Context: an optimization exercise on an open-source flow, tuned for a short achievable clock period. The choices shown serve that exercise and are no tape-out recipe.
In this exercise RTL edits were held to simulation tests only and were not proved equivalent to the original.

## flow/design.v (module list and top-level ports; edited modules follow where they fit)
// module datapath: 4522 lines
// module sel: 6 lines
// module addw: 6 lines
// module subw: 6 lines
// module carryw: 7 lines
// module recip: 3472 lines
// module recip_seed: 18 lines
// module booth16: 12 lines
// module booth8: 12 lines
// module binParaBCD: 51 lines
// module decodificadorDisplay: 49 lines
// module unidade_Controle: 610 lines
// module processador: 133 lines
module processador (clk, Reset, Chaves, switch, display1, display2, display3, display4, display5, display6, display7, display8, saida_Display,
saidaPC, Instrucao, EscreveMem, Dados_escrita_mem, Dados_leitura_mem, Resultado_ULA);
  // ...
==> flow/flow/run.sh <==
#!/bin/bash
set -euo pipefail
bash standard.sh synth > synth.log 2>&1
bash standard.sh SETUP_SLACK_MARGIN=130 finish > layout.log 2>&1
==> flow/standard.sh <==
#!/bin/bash
# synth_recipe.tcl (not shown) runs the flow's synth.tcl, then flattens the netlist and writes it again
# the make line also repeats each setting of config.mk as NAME=value (left out here)
make -C /OpenROAD-flow-scripts/flow DESIGN_CONFIG=/design/flow/config.mk WORK_HOME=/design/flow/orfs CLKGATE_MAP_FILE= SYNTH_SCRIPT=/design/flow/synth_recipe.tcl "${@:-finish}"
==> flow/config.mk <==
export PLATFORM = sky130hd
export DESIGN_NAME = processador
export DESIGN_NICKNAME = processador
export VERILOG_FILES = /design/flow/design.v
export SDC_FILE = /design/flow/constraint.sdc
export NUM_CORES = 8
export LEC_CHECK = 0
export ABC_CLOCK_PERIOD_IN_PS = 1000
export CAP_MARGIN = 40
export CORE_MARGIN = 2
export CORE_UTILIZATION = 30
export PLACE_DENSITY = 0.38
export SLEW_MARGIN = 20
export SYNTH_HIERARCHICAL = 1
export SYNTH_MINIMUM_KEEP_SIZE = 0
==> flow/constraint.sdc <==
create_clock -name core_clock -period 230.0 [get_ports {clk}]
set_input_delay 46.0000 -clock core_clock [delete_from_list [all_inputs] [get_ports {clk}]]
set_output_delay 46.0000 -clock core_clock [all_outputs]
set_load 0.01 [all_outputs]
==> results.cfg, run 1 <==
[sta]
relSlewSlack = -0.101
fin_crit_sh = 0.462
slew_viol_final = 48
holdWs_ns = 0.452

[cells_and_area]
layout.cells.most_common = nand2_1
nonClkBufAreaFrac = 0.0739
largestRegisters = MS3 (2240), MS1 (2176), R (1024)
nFillCells = 208981
multi_input_area_share = 0.657
diodes = 1284
seq_cells = 5579
post-route-cell-area_um2 = 691000

[setup_path]
worstPathMaxFanout = 51
worst_path_max_delay_cell = or4_4

[clock_tree]
post_cts_buffers = 807
clkTransAtPathRegs_ns = 0.05

[floorplanning]
fp.dieH_um = 1410
io_pins = 294
start_util = 0.301
dieWidth_um = 1410

[status]
violatedChecks = slew limit
status = complete, but fails checks

[global_route]
grt_pass1_wl_um = 5580000

[route]
drtPass1Iterations = 15
drt-initial-drc-count = 91866

[min_path]
worstHoldEndpoint = MS3[2034]
hold_class = reg -> reg
==> run 2, diff against run 1 <==
--- a/flow/config.mk
+++ b/flow/config.mk
@@ -9,5 +9,6 @@
 export CAP_MARGIN = 40
+export CELL_PAD_IN_SITES_DETAIL_PLACEMENT = 1
 export CORE_MARGIN = 2
-export CORE_UTILIZATION = 30
-export PLACE_DENSITY = 0.38
+export CORE_UTILIZATION = 25
+export PLACE_DENSITY = 0.34
 export SLEW_MARGIN = 20
==> results.cfg, run 2 <==
[route]
vias_per_cell = 6.10
vias = 670363
drtPass1Iterations = 12
drc = 0
wire_per_inst_um = 40.4
final_antenna_net_count = 1
routed_wl_um = 4440000
drt-initial-drc-count = 85038

[cells_and_area]
drive_above_1_share = 0.143
final_net_count = 82943
largest_reg_flops = 2240
top_register = MS3
layout.cells.most_common = nand2_1
largestRegisters = MS3 (2240), MS1 (2176), R (1024)
fin_util = 0.292
layout_common_cells = 13508 x nand2_1, 8116 x a21oi_1, 6208 x a22oi_1, 5560 x dfxtp_1, 3665 x inv_1
syn_to_final_growth_pct = 16.8

[sta]
holdWs_ns = 0.454
slew_viol_final = 48
setup_violations = 0
hold_viol_final = 0
fmax_ghz = 0.00937
finalCriticalPeriod_ns = 106.72
setup_tns_ns = 0
clock_skew_ns = 0.205
rsz0062_at_grt = true
worst_pin_slew_ns = 1.90
setup_ws_ns = 123.28
fin_crit_sh = 0.464
relSlewSlack = -0.265

[setup_path]
required_ns = 184.00
max_stage_delay_ns = 0.70
cp-start-kind = input port
cp-end-kind = output port
worstPathMaxFanout = 60
worst_path_max_delay_cell = fa_2
ff2ff_path_depth = 191
critPathKind = in -> out
worstPathArrival_ns = 60.72

[clock_tree]
clock_latency_ns = 1.43
cts_sinks = 5579
clkTransAtPathRegs_ns = 0.06
ctsRootBufferMaster = clkbuf_16
cts_tree = built
htreeDepth = 6
ctsHoldBuffers = 0
clockBufferDepth = 6
numCtsBuffers = 739

[global_route]
grt_pass1_vias = 643443
grtUsageTotal = 0.352
grt_pass1_wl_um = 5910000
grt_max_degree = 211
antenna_found_initial = 667
grt_remaining_overflow = 0

[yosys]
syn_inst = 78654
yosysWarningCount = 12
synth_area_per_cell_um2 = 7.57
syn-cell-area_um2 = 595000

[status]
violatedChecks = antenna rules, slew limit
status = complete, but fails checks

[place]
gp_congestion = 1.09
io_buffers = 293
hpwlAfterDp_um = 3080000
pre_cts_ws_ns = 119.13

[floorplanning]
design.core.area_um2 = 2380000
rows = 567
start_util = 0.250
fp.dieH_um = 1550
io_pins = 294
die_area_um2 = 2390000
dieWidth_um = 1550

[run]
drv_cap = 0

[min_path]
hold_depth = 2
hold_class = reg -> reg
run 2: final timing paths:
| kind | slack (ns) | from | endpoint |
|---|---|---|---|
| max | 123.28 | Instrucao[19] | Resultado_ULA[57] |
| min | 0.45 | MS3[1798] | MS3[1798] |
| max reg2reg | 171.26 | pxA[26] | pxA[20] |
| min reg2reg | 0.45 | MS3[1798] | MS3[1798] |
run 2: stage by stage:
step	std cells	area, um^2
detailed placement	106955	646000
finish	109966	695000
global placement	106468	639000
floorplan	78779	599000
global route	109587	694000
CTS	109046	688000
run 2: layer usage:
metal | GRT usage | share of wire | vias to the layer above
met1 | 0.454 | 0.42 | 346731
met2 | 0.518 | 0.42 | 35611
met4 | 0.205 | 0.071 | 258
met5 | 0.00761 | 0.0010 | -
met3 | 0.105 | 0.097 | 9504
li1 | - | - | 278259
run 2: cell type report:
type                     count  area [um^2]
fillers                 282186      1680000
multi-input cells        62200       454000
flip-flops and latches    5579       112000
repair buffers            4904        50300
well taps                31579        39500
clock buffers             1068        21400
inverters                 3797        14300
clock inverters            203         2390
diodes                     636         1590
run 2: timing repair:
item	CTS	global route
setup buffers	712	146
pin swaps	584	332
gates cloned	108	16
setup endpoints to repair	64	64
resized for setup	2138	513
run 2: critical path: cells and delay by family:
family | cells | cell delay [ns]
buf+inv | 19 | 3.18
xor+xnor | 3 | 0.59
compound gates | 12 | 2.95
simple gates | 15 | 2.12
fa+ha+maj | 11 | 5.42
==> run 3, diff against run 2 <==
==> flow/flow/run.sh (replaced) <==
#!/bin/bash
set -euo pipefail
bash standard.sh synth > synth.log 2>&1
bash standard.sh SETUP_SLACK_MARGIN=130 POST_GLOBAL_ROUTE_TCL="$PWD/flow/post_grt.tcl" finish > layout.log 2>&1
==> flow/flow/post_grt.tcl (new file) <==
# After global routing's timing repair (which may upsize loads behind a weak
# driver), repair max slew and capacitance again, re-route the nets that
# changed, and rewrite the route guides for detailed routing.
puts "post_grt: repair_design after timing repair"
estimate_parasitics -global_routing
report_check_types -max_slew -max_capacitance -violators
repair_design -verbose -cap_margin $::env(CAP_MARGIN) -slew_margin $::env(SLEW_MARGIN)
global_route -start_incremental
detailed_placement
global_route -end_incremental
estimate_parasitics -global_routing
report_check_types -max_slew -max_capacitance -violators
report_worst_slack -max
write_guides $::env(RESULTS_DIR)/route.guide
--- a/flow/config.mk
+++ b/flow/config.mk
@@ -9,6 +9,5 @@
 export CAP_MARGIN = 40
-export CELL_PAD_IN_SITES_DETAIL_PLACEMENT = 1
 export CORE_MARGIN = 2
-export CORE_UTILIZATION = 25
-export PLACE_DENSITY = 0.34
+export CORE_UTILIZATION = 30
+export PLACE_DENSITY = 0.38
 export SLEW_MARGIN = 20
==> results.cfg, run 3 <==
[clock_tree]
ctsRootBufferMaster = clkbuf_16
numCtsBuffers = 706
htreeDepth = 6
cts_sinks = 5579
clkTransAtPathRegs_ns = 0.06
cts_tree = built
clockBufferDepth = 5
post_cts_buffers = 807
ctsHoldBuffers = 0
cts_repair_resize_count = 2095
clock_latency_ns = 1.36

[min_path]
hold_depth = 2
hold_start = MS3[1725]
worstHoldEndpoint = MS3[1725]
hold_class = reg -> reg

[route]
drc = 0
routed_wl_um = 4200000
drt-initial-drc-count = 91781
final_antenna_net_count = 0
vias = 659808
drtPass1Iterations = 17
wire_per_inst_um = 39.8
vias_per_cell = 6.25

[floorplanning]
rows = 517
start_util = 0.301
fp.dieH_um = 1410
design.core.area_um2 = 1980000
dieWidth_um = 1410
die_area_um2 = 2000000
io_pins = 294

[sta]
holdWs_ns = 0.452
fin_crit_sh = 0.462
clock_skew_ns = 0.202
relSlewSlack = -0.0909
slew_viol_final = 48
setup_violations = 0
worst_pin_slew_ns = 1.64
setup_tns_ns = 0
fmax_ghz = 0.00940
hold_viol_final = 0
finalCriticalPeriod_ns = 106.36

[yosys]
syn_inst = 78654
yosysWarningCount = 12
synth_area_per_cell_um2 = 7.57
syn-cell-area_um2 = 595000

[global_route]
grt_max_degree = 186
grtUsageTotal = 0.400
grt_remaining_overflow = 0
antenna_found_initial = 566
grt_pass1_wl_um = 5580000
grt_pass1_vias = 608925

[setup_path]
max_stage_delay_ns = 0.85
rr_startpoint = pxA[24]
required_ns = 184.00
cp-end-kind = output port
path_delay_family = adder cells
worstPathMaxFanout = 51
worst_path_max_delay_cell = or4_4
ff2ff_path_depth = 169
worstPathArrival_ns = 60.36
cpMostUsedCell = fa_1
critPathKind = in -> out
r2r-end = R[985]
cp-start-kind = input port
crit_start = Instrucao[21]
r2r_slack_ns = 171.84
worst-path-buf-inv = 16

[cells_and_area]
drive_above_1_share = 0.144
layout_common_cells = 13490 x nand2_1, 8134 x a21oi_1, 6193 x a22oi_1, 5552 x dfxtp_1, 3643 x inv_1
largestRegisters = MS3 (2240), MS1 (2176), R (1024)
layout.cells.most_common = nand2_1
fin_util = 0.349
top_register = MS3
nFillCells = 208993
syn_to_final_growth_pct = 16.1
largest_reg_flops = 2240
final_net_count = 82973
multiInputGateArea_um2 = 454000
final-seq-area_um2 = 112000

[status]
status = complete, but fails checks
violatedChecks = slew limit

[place]
gp_congestion = 1.06
hpwlAfterDp_um = 2900000
io_buffers = 293

[run]
drv_cap = 0
-- run 3: area by class of cell --
type / instances / area share
Tap cell: 26469 / 0.0479
Timing Repair Buffer: 4958 / 0.0740
Inverter: 3797 / 0.0208
Clock inverter: 211 / 0.00442
Clock buffer: 1036 / 0.0296
Antenna cell: 1303 / 0.00472
Sequential cell: 5579 / 0.162
Multi-Input combinational cell: 62209 / 0.657
-- run 3: layer usage --
| layer | up-vias | share of wire | global-route usage |
|---|---|---|---|
| met1 | 331184 | 0.39 | 0.487 |
| met4 | 210 | 0.091 | 0.300 |
| met5 | - | 0.00074 | 0.00452 |
| met3 | 10309 | 0.10 | 0.124 |
| met2 | 38788 | 0.42 | 0.590 |
| li1 | 279317 | - | - |
-- run 3: how the worst max path moves through the flow --
stage | endpoint | slack (ns) | cells after the start
after CTS | Resultado_ULA[62] | 123.76 | 43
after detailed placement | Resultado_ULA[62] | 119.93 | 51
after floorplan | Resultado_ULA[63] | 117.35 | 47
after global placement | Resultado_ULA[59] | 118.77 | 54
final | Resultado_ULA[62] | 123.64 | 48
-- run 3: stage by stage --
stage                     cell area [um^2]  setup WS, ns  instances
final                               691000        123.64     105562
after CTS                           682000        123.76     103927
after detailed placement            639000        119.93     101752
after global placement              632000        118.77     101257
after floorplan                     599000        117.35      78779
-- run 3: worst reg2reg max path: cells and delay by family, from the launching register on --
| kind | cells | cell delay, ns |
|---|---|---|
| adders and majority gates | 39 | 18.35 |
| AOI/OAI and AO/OA | 51 | 15.15 |
| and+or+nand+nor | 26 | 10.16 |
| buffers and inverters | 38 | 8.80 |
| muxes | 6 | 2.55 |
| xor gates and xnor gates | 9 | 2.40 |
| DFF | 1 | 0.65 |
==> run 4, diff against run 3 <==
--- a/flow/config.mk
+++ b/flow/config.mk
@@ -10,4 +10,4 @@
 export CORE_MARGIN = 2
-export CORE_UTILIZATION = 30
-export PLACE_DENSITY = 0.38
+export CORE_UTILIZATION = 35
+export PLACE_DENSITY = 0.45
 export SLEW_MARGIN = 20
==> results.cfg, run 4 <==
[sta]
hold_viol_final = 0
relSlewSlack = -0.163
fmax_ghz = 0.00941
setup_tns_ns = 0
clock_skew_ns = 0.149
setup_violations = 0
finalCriticalPeriod_ns = 106.23
fin_crit_sh = 0.462
slew_viol_final = 48
worst_pin_slew_ns = 1.75

[cells_and_area]
final_net_count = 82615
drive_above_1_share = 0.140
layout_common_cells = 13515 x nand2_1, 8104 x a21oi_1, 6209 x a22oi_1, 5572 x dfxtp_1, 3635 x inv_1
nFillCells = 175778
largestRegisters = MS3 (2240), MS1 (2176), R (1024)
layout.cells.most_common = nand2_1
top_register = MS3
largest_reg_flops = 2240
syn_to_final_growth_pct = 14.2
stdcell_count = 100639

[clock_tree]
htreeDepth = 6
post_cts_buffers = 567
ctsRootBufferMaster = clkbuf_16
numCtsBuffers = 676
ctsHoldBuffers = 0
cts_tree = built
cts_repair_resize_count = 1501
cts_sinks = 5579
clockBufferDepth = 5
clkTransAtPathRegs_ns = 0.06
clock_latency_ns = 1.30

[setup_path]
required_ns = 184.00
cp-start-kind = input port
worstPathMaxFanout = 24
max_stage_delay_ns = 0.57
critPathKind = in -> out
crit_end = Resultado_ULA[59]
r2r_slack_ns = 172.35
worst_path_max_delay_cell = a222oi_1
r2r-end = R[979]
ff2ff_path_depth = 172
rr_startpoint = pxB[8]
worstPathArrival_ns = 60.23
crit_start = Instrucao[18]
cp-end-kind = output port

[route]
drc = 0
drt-initial-drc-count = 99351
wire_per_inst_um = 38.5
routed_wl_um = 3870000
vias = 661759
vias_per_cell = 6.58
drtPass1Iterations = 17
final_antenna_net_count = 0

[yosys]
syn-cell-area_um2 = 595000
synth_area_per_cell_um2 = 7.57
syn_inst = 78654
yosysWarningCount = 12

[global_route]
antenna_found_initial = 484
grtUsageTotal = 0.428
grt_remaining_overflow = 0
grt_max_degree = 211
grt_pass1_vias = 603028
grt_pass1_wl_um = 5210000

[place]
gp_congestion = 1.12
hpwlAfterDp_um = 2670000
place_inst = 97684
io_buffers = 293

[floorplanning]
io_pins = 294
rows = 479
dieWidth_um = 1310
die_area_um2 = 1710000
start_util = 0.351
design.core.area_um2 = 1700000
fp.dieH_um = 1310

[run]
drv_cap = 0

[min_path]
hold_class = reg -> reg

[status]
status = complete, but fails checks
violatedChecks = slew limit
## run 4: cell types whose count changed in the layout (fill, tap and decap cells not counted), sizes merged, moves of 9 or more
cell,before,now
diode,1303,616
buf,4563,4279
clkbuf,1091,1029
bufbuf,78,52
clkdlybuf4s50,237,216
clkinv,146,160
bufinv,49,60
or4,223,214
## run 4: worst max-delay path: cells and delay by family
kind	cells	cell delay (ns)
fa+ha+maj	11	4.88
buf+inv	24	4.24
compound gates	13	2.31
simple gates	11	1.95
xor+xnor	2	0.62
## run 4: layout make-up
class,instances,area (um^2),share of cell area
Antenna cell,616,1540,0.00227
Sequential cell,5579,112000,0.164
Inverter,3797,14400,0.0211
Multi-Input combinational cell,62197,454000,0.669
Clock inverter,248,3540,0.00521
Tap cell,22607,28300,0.0416
Clock buffer,953,19400,0.0285
Timing Repair Buffer,4642,46500,0.0684
## run 4: worst min path at each step
stage	from	endpoint	slack, ns	depth (start not counted)
floorplan	switchIO	paradaIO	0.42	1
global placement	MS1[1548]	MS1[1548]	0.44	2
detailed placement	MS3[1750]	MS3[1750]	0.45	2
CTS	MS1[1423]	MS1[1423]	0.45	2
finish	MS3[1964]	MS3[1964]	0.45	2
## run 4: layer usage
metal  vias up  track usage  wire (um)
met4       204        0.328     368000
met2     44834        0.619    1590000
met3     13005        0.158     464000
li1     277654            -          -
met5         -       0.0102       3310
met1    326062        0.512    1450000
## run 4: stage by stage
stage / hold slack, ns / area (um^2) / utilization / setup WS (ns)
finish: 0.453 / 680000 / 0.400 / 123.77
floorplan: 0.422 / 599000 / - / 117.35
global placement: 0.441 / 625000 / 0.368 / 118.50
CTS: 0.454 / 668000 / 0.394 / 124.11
detailed placement: 0.446 / 632000 / 0.372 / 119.24
==> run 5, diff against run 4 <==
==> flow/flow/run.sh (replaced) <==
#!/bin/bash
set -euo pipefail
bash standard.sh synth > synth.log 2>&1
bash standard.sh SETUP_SLACK_MARGIN=130 POST_GLOBAL_ROUTE_TCL="$PWD/flow/post_grt.tcl" "BUFFER_PORTS_ARGS=-buffer_cell sky130_fd_sc_hd__buf_4" finish > layout.log 2>&1
--- a/flow/flow/post_grt.tcl
+++ b/flow/flow/post_grt.tcl
@@ -1,5 +1,25 @@
 # After global routing's timing repair (which may upsize loads behind a weak
-# driver), repair max slew and capacitance again, re-route the nets that
-# changed, and rewrite the route guides for detailed routing.
-puts "post_grt: repair_design after timing repair"
+# driver): give adder cells that drive many loads their strongest size (the
+# parasitic estimate has missed the wire of some such nets), repair max slew
+# and capacitance again, re-route the nets that changed, and rewrite the
+# route guides for detailed routing.
+puts "post_grt: repair after timing repair"
+set block [ord::get_db_block]
+set n 0
+foreach inst [$block getInsts] {
+  set mname [[$inst getMaster] getName]
+  if {![regexp {^sky130_fd_sc_hd__(ha|fa)_(1|2)$} $mname -> kind drv]} { continue }
+  set big 0
+  foreach it [$inst getITerms] {
+    if {[$it isOutputSignal]} {
+      set net [$it getNet]
+      if {$net ne "NULL" && [llength [$net getITerms]] > 13} { set big 1 }
+    }
+  }
+  if {$big} {
+    replace_cell [$inst getName] sky130_fd_sc_hd__${kind}_4
+    incr n
+  }
+}
+puts "post_grt: upsized $n adder cells driving more than 12 loads"
 estimate_parasitics -global_routing
--- a/flow/config.mk
+++ b/flow/config.mk
@@ -10,4 +10,4 @@
 export CORE_MARGIN = 2
-export CORE_UTILIZATION = 35
-export PLACE_DENSITY = 0.45
+export CORE_UTILIZATION = 30
+export PLACE_DENSITY = 0.38
 export SLEW_MARGIN = 20
==> results.cfg, run 5 <==
[floorplanning]
io_pins = 294
rows = 517
fp.dieH_um = 1410
dieWidth_um = 1410
start_util = 0.301

[clock_tree]
htreeDepth = 6
ctsRootBufferMaster = clkbuf_16
numCtsBuffers = 675
clockBufferDepth = 5

[yosys]
yosysWarningCount = 12
synth_area_per_cell_um2 = 7.57
syn_inst = 78654
syn-cell-area_um2 = 595000

[place]
io_buffers = 293
gp_congestion = 1.06
hpwlAfterDp_um = 2880000
place_inst = 101721

[status]
status = did not finish
error = [ERROR EST-0104] inconsistent parasitics state
failing_step = global routing (5_1_grt)

[sta]
endpoint_type = primary output
postGrtWorstEndpoint = Resultado_ULA[63]

[global_route]
grt_max_degree = 204
==> run 5: worst max-delay path by stage <==
stage,start,slack (ns),depth (start not counted),to
after floorplan,Instrucao[18],117.35,47,Resultado_ULA[63]
after detailed placement,Instrucao[17],119.79,57,Resultado_ULA[59]
after global placement,Instrucao[17],119.59,60,Resultado_ULA[61]
after CTS,Instrucao[17],123.89,53,Resultado_ULA[63]
==> run 5: timing repair <==
action | 4_1_cts
setup buffers | 434
gates cloned | 58
pin swaps | 332
resized for setup | 1111
setup endpoints to repair | 64
hold buffers | 0
hold endpoints to repair | 0
==> run 5: stage by stage <==
| step | worst slack, ns | cell area (um^2) | hold WS [ns] |
|---|---|---|---|
| 2_1_floorplan | 117.35 | 599000 | 0.422 |
| 3_3_place_gp | 119.59 | 631000 | 0.440 |
| 3_5_place_dp | 119.79 | 637000 | 0.445 |
| 4_1_cts | 123.89 | 671000 | 0.454 |
==> run 6, diff against run 5 <==
--- a/flow/config.mk
+++ b/flow/config.mk
@@ -10,4 +10,4 @@
 export CORE_MARGIN = 2
-export CORE_UTILIZATION = 30
-export PLACE_DENSITY = 0.38
+export CORE_UTILIZATION = 35
+export PLACE_DENSITY = 0.45
 export SLEW_MARGIN = 20
==> results.cfg, run 6 <==
[status]
status = did not finish
failing_step = global routing (5_1_grt)
error = [ERROR EST-0104] inconsistent parasitics state

[floorplanning]
io_pins = 294
start_util = 0.351
dieWidth_um = 1310
rows = 479
fp.dieH_um = 1310

[sta]
postGrtWorstEndpoint = Resultado_ULA[61]
endpoint_type = primary output

[clock_tree]
numCtsBuffers = 700
htreeDepth = 6
clockBufferDepth = 5
ctsRootBufferMaster = clkbuf_16
ctsHoldBuffers = 0

[yosys]
yosysWarningCount = 12
syn-cell-area_um2 = 595000
syn_inst = 78654
synth_area_per_cell_um2 = 7.57

[place]
gp_congestion = 1.09
hpwlAfterDp_um = 2670000
pre_cts_ws_ns = 120.58
io_buffers = 293

[global_route]
grt_max_degree = 219
-- run 6: metrics by stage --
stage	utilization	area, um^2	hold WS [ns]	instances
4_1_cts	0.394	669000	0.454	99592
3_3_place_gp	0.368	625000	0.441	97271
2_1_floorplan	-	599000	0.422	78779
3_5_place_dp	0.372	631000	0.446	97770
-- run 6: how the worst max path moves through the flow --
| stage | to | slack, ns | cells past startpoint |
|---|---|---|---|
| 3_5_place_dp | Resultado_ULA[63] | 120.58 | 51 |
| 3_3_place_gp | Resultado_ULA[57] | 120.20 | 50 |
| 4_1_cts | Resultado_ULA[61] | 124.32 | 54 |
| 2_1_floorplan | Resultado_ULA[63] | 117.35 | 47 |
-- run 6: what timing repair did --
action / CTS
setup buffers: 468
hold endpoints to repair: 0
gates resized for setup: 1313
setup endpoints to repair: 64
pin swaps: 372
cloned: 95
==> run 7, diff against run 6 <==
==> flow/flow/run.sh (replaced) <==
#!/bin/bash
set -euo pipefail
bash standard.sh synth > synth.log 2>&1
bash standard.sh SETUP_SLACK_MARGIN=130 \
  POST_RESIZE_TCL="$PWD/flow/upsize.tcl" \
  POST_GLOBAL_ROUTE_TCL="$PWD/flow/post_grt.tcl" \
  "BUFFER_PORTS_ARGS=-buffer_cell sky130_fd_sc_hd__buf_4" \
  finish > layout.log 2>&1
==> flow/flow/post_grt.tcl (replaced) <==
# After global routing's timing repair (which may upsize loads behind a weak
# driver), repair max slew and capacitance again, re-route the nets that
# changed, and rewrite the route guides for detailed routing.
puts "post_grt: repair_design after timing repair"
estimate_parasitics -global_routing
report_check_types -max_slew -max_capacitance -violators
repair_design -verbose -cap_margin $::env(CAP_MARGIN) -slew_margin $::env(SLEW_MARGIN)
global_route -start_incremental
detailed_placement
global_route -end_incremental
estimate_parasitics -global_routing
report_check_types -max_slew -max_capacitance -violators
report_worst_slack -max
write_guides $::env(RESULTS_DIR)/route.guide
==> flow/flow/upsize.tcl (new file) <==
# After placement's repair_design: give full and half adder cells that drive
# many loads their strongest size.  The resizer leaves the nets these cells
# drive alone, and after routing a few of them exceed the max slew.
set block [ord::get_db_block]
set n 0
foreach inst [$block getInsts] {
  set mname [[$inst getMaster] getName]
  if {![regexp {^sky130_fd_sc_hd__(ha|fa)_(1|2)$} $mname -> kind drv]} { continue }
  set big 0
  foreach it [$inst getITerms] {
    if {[$it isOutputSignal]} {
      set net [$it getNet]
      if {$net ne "NULL" && [llength [$net getITerms]] > 16} { set big 1 }
    }
  }
  if {$big} {
    replace_cell [$inst getName] sky130_fd_sc_hd__${kind}_4
    incr n
  }
}
puts "upsize: $n adder cells driving more than 15 loads set to size 4"
==> results.cfg, run 7 <==
[cells_and_area]
drive_above_1_share = 0.140
post-route-cell-area_um2 = 677000
layout_common_cells = 13512 x nand2_1, 8128 x a21oi_1, 6221 x a22oi_1, 5575 x dfxtp_1, 3658 x inv_1
largest_reg_flops = 2240
layout.cells.most_common = nand2_1
final_net_count = 82513
syn_to_final_growth_pct = 13.7
largestRegisters = MS3 (2240), MS1 (2176), R (1024)
fin_util = 0.399
stdcell_count = 100307
top_register = MS3

[route]
drtPass1Iterations = 14
drc = 0
wire_per_inst_um = 38.7
drt-initial-drc-count = 96568
vias = 658692
vias_per_cell = 6.57
routed_wl_um = 3880000
final_antenna_net_count = 0

[global_route]
grt_pass1_wl_um = 5240000
antenna_found_initial = 436
grt_pass1_vias = 605050
grtUsageTotal = 0.430
grt_max_degree = 219
grt_remaining_overflow = 0

[setup_path]
max_stage_delay_ns = 0.99
worstPathArrival_ns = 60.13
worst-path-buf-inv = 20
worstPathMaxFanout = 27
path_delay_family = adder cells
worst_path_max_delay_cell = nor4_4
r2r_slack_ns = 171.39
required_ns = 184.00
critPathKind = in -> out
r2r-end = R[988]
rr_startpoint = pxB[18]
ff2ff_path_depth = 174
cp-end-kind = output port
cp-start-kind = input port

[floorplanning]
dieWidth_um = 1310
fp.dieH_um = 1310
rows = 479
start_util = 0.351
design.core.area_um2 = 1700000
io_pins = 294
die_area_um2 = 1710000

[clock_tree]
clock_latency_ns = 1.34
cts_tree = built
clockBufferDepth = 5
cts_sinks = 5579
cts_repair_resize_count = 1402
ctsHoldBuffers = 0
post_cts_buffers = 471
ctsRootBufferMaster = clkbuf_16
clkTransAtPathRegs_ns = 0.06
numCtsBuffers = 710
htreeDepth = 6

[yosys]
synth_area_per_cell_um2 = 7.57
yosysWarningCount = 12
syn-cell-area_um2 = 595000
syn_inst = 78654

[sta]
hold_viol_final = 0
setup_violations = 0
clock_skew_ns = 0.233
setup_ws_ns = 123.87
setup_tns_ns = 0
relSlewSlack = 0.0425
finalCriticalPeriod_ns = 106.13
slew_viol_final = 0
worst_pin_slew_ns = 1.44
holdWs_ns = 0.452
fin_crit_sh = 0.461
fmax_ghz = 0.00942

[place]
pre_cts_ws_ns = 120.59
gp_congestion = 1.09
io_buffers = 293
hpwlAfterDp_um = 2670000
place_inst = 97770
placed_area_um2 = 632000

[min_path]
worstHoldEndpoint = MS3[888]
hold_depth = 2
hold_start = MS3[888]
hold_class = reg -> reg

[status]
status = complete, no violations

[run]
drv_cap = 0
==> run 7: cell type report <==
cell class	count	area [um^2]
inverter	3797	14300
timing repair buffer	4512	44500
clock buffer	1031	20700
clock inverter	248	3350
multi-input combinational	62191	454000
antenna	342	856
fill	175566	1020000
tap	22607	28300
sequential	5579	112000
==> run 7: worst min-delay path, stage by stage (launching register included) <==
cell and delay, ns:
dfxtp_1 0.31, nand2_1 0.05, a21oi_1 0.05
==> run 7: worst max path at each step <==
stage                             start                 to  slack, ns  depth (start not counted)
final                     Instrucao[20]  Resultado_ULA[63]     123.87                         56
after global placement    Instrucao[20]  Resultado_ULA[57]     120.20                         50
after detailed placement  Instrucao[20]  Resultado_ULA[63]     120.59                         51
after floorplan           Instrucao[18]  Resultado_ULA[63]     117.35                         47
after CTS                 Instrucao[17]  Resultado_ULA[63]     124.34                         55
==> run 7: metal layers <==
| metal | vias up | routed length, um | GRT usage |
|---|---|---|---|
| li1 | 277245 | - | - |
| met1 | 326557 | 1520000 | 0.538 |
| met2 | 42936 | 1570000 | 0.613 |
| met3 | 11712 | 452000 | 0.148 |
| met4 | 242 | 338000 | 0.305 |
| met5 | - | 3370 | 0.00901 |

## re-timing with driven ports
In the flow no input, the clock included, has a driving cell. The finished layouts below were timed again as built, in two steps. Step 1 (the two cells are an assumption about what drives the block):
set clk [get_ports {clk}]
set_driving_cell -lib_cell sky130_fd_sc_hd__clkbuf_16 $clk
set_driving_cell -lib_cell sky130_fd_sc_hd__buf_2 [delete_from_list [all_inputs] $clk]
Step 2, shift: input delay + t, output delay - t, t = (earliest + latest rising clock arrival at the registers) / 2. This alone moves slack from input paths to output paths. Slacks: ideal ports / drivers / drivers and shift; pairs: ideal ports / drivers.
run	t, ns	slack for setup (ns)	worst setup path after step 2
run 1	1.489	123.636 / 123.074 / 123.074	input to output
run 2	1.529	123.277 / 122.796 / 122.796	input to output
run 3	1.486	123.639 / 123.073 / 123.073	input to output
run 4	1.425	123.767 / 123.727 / 123.727	input to output
run 7	1.440	123.869 / 123.700 / 123.700	input to output
For run 3, which loses most, drivers alone change the setup slack by -0.566 ns; drivers and shift together by -0.566 ns.
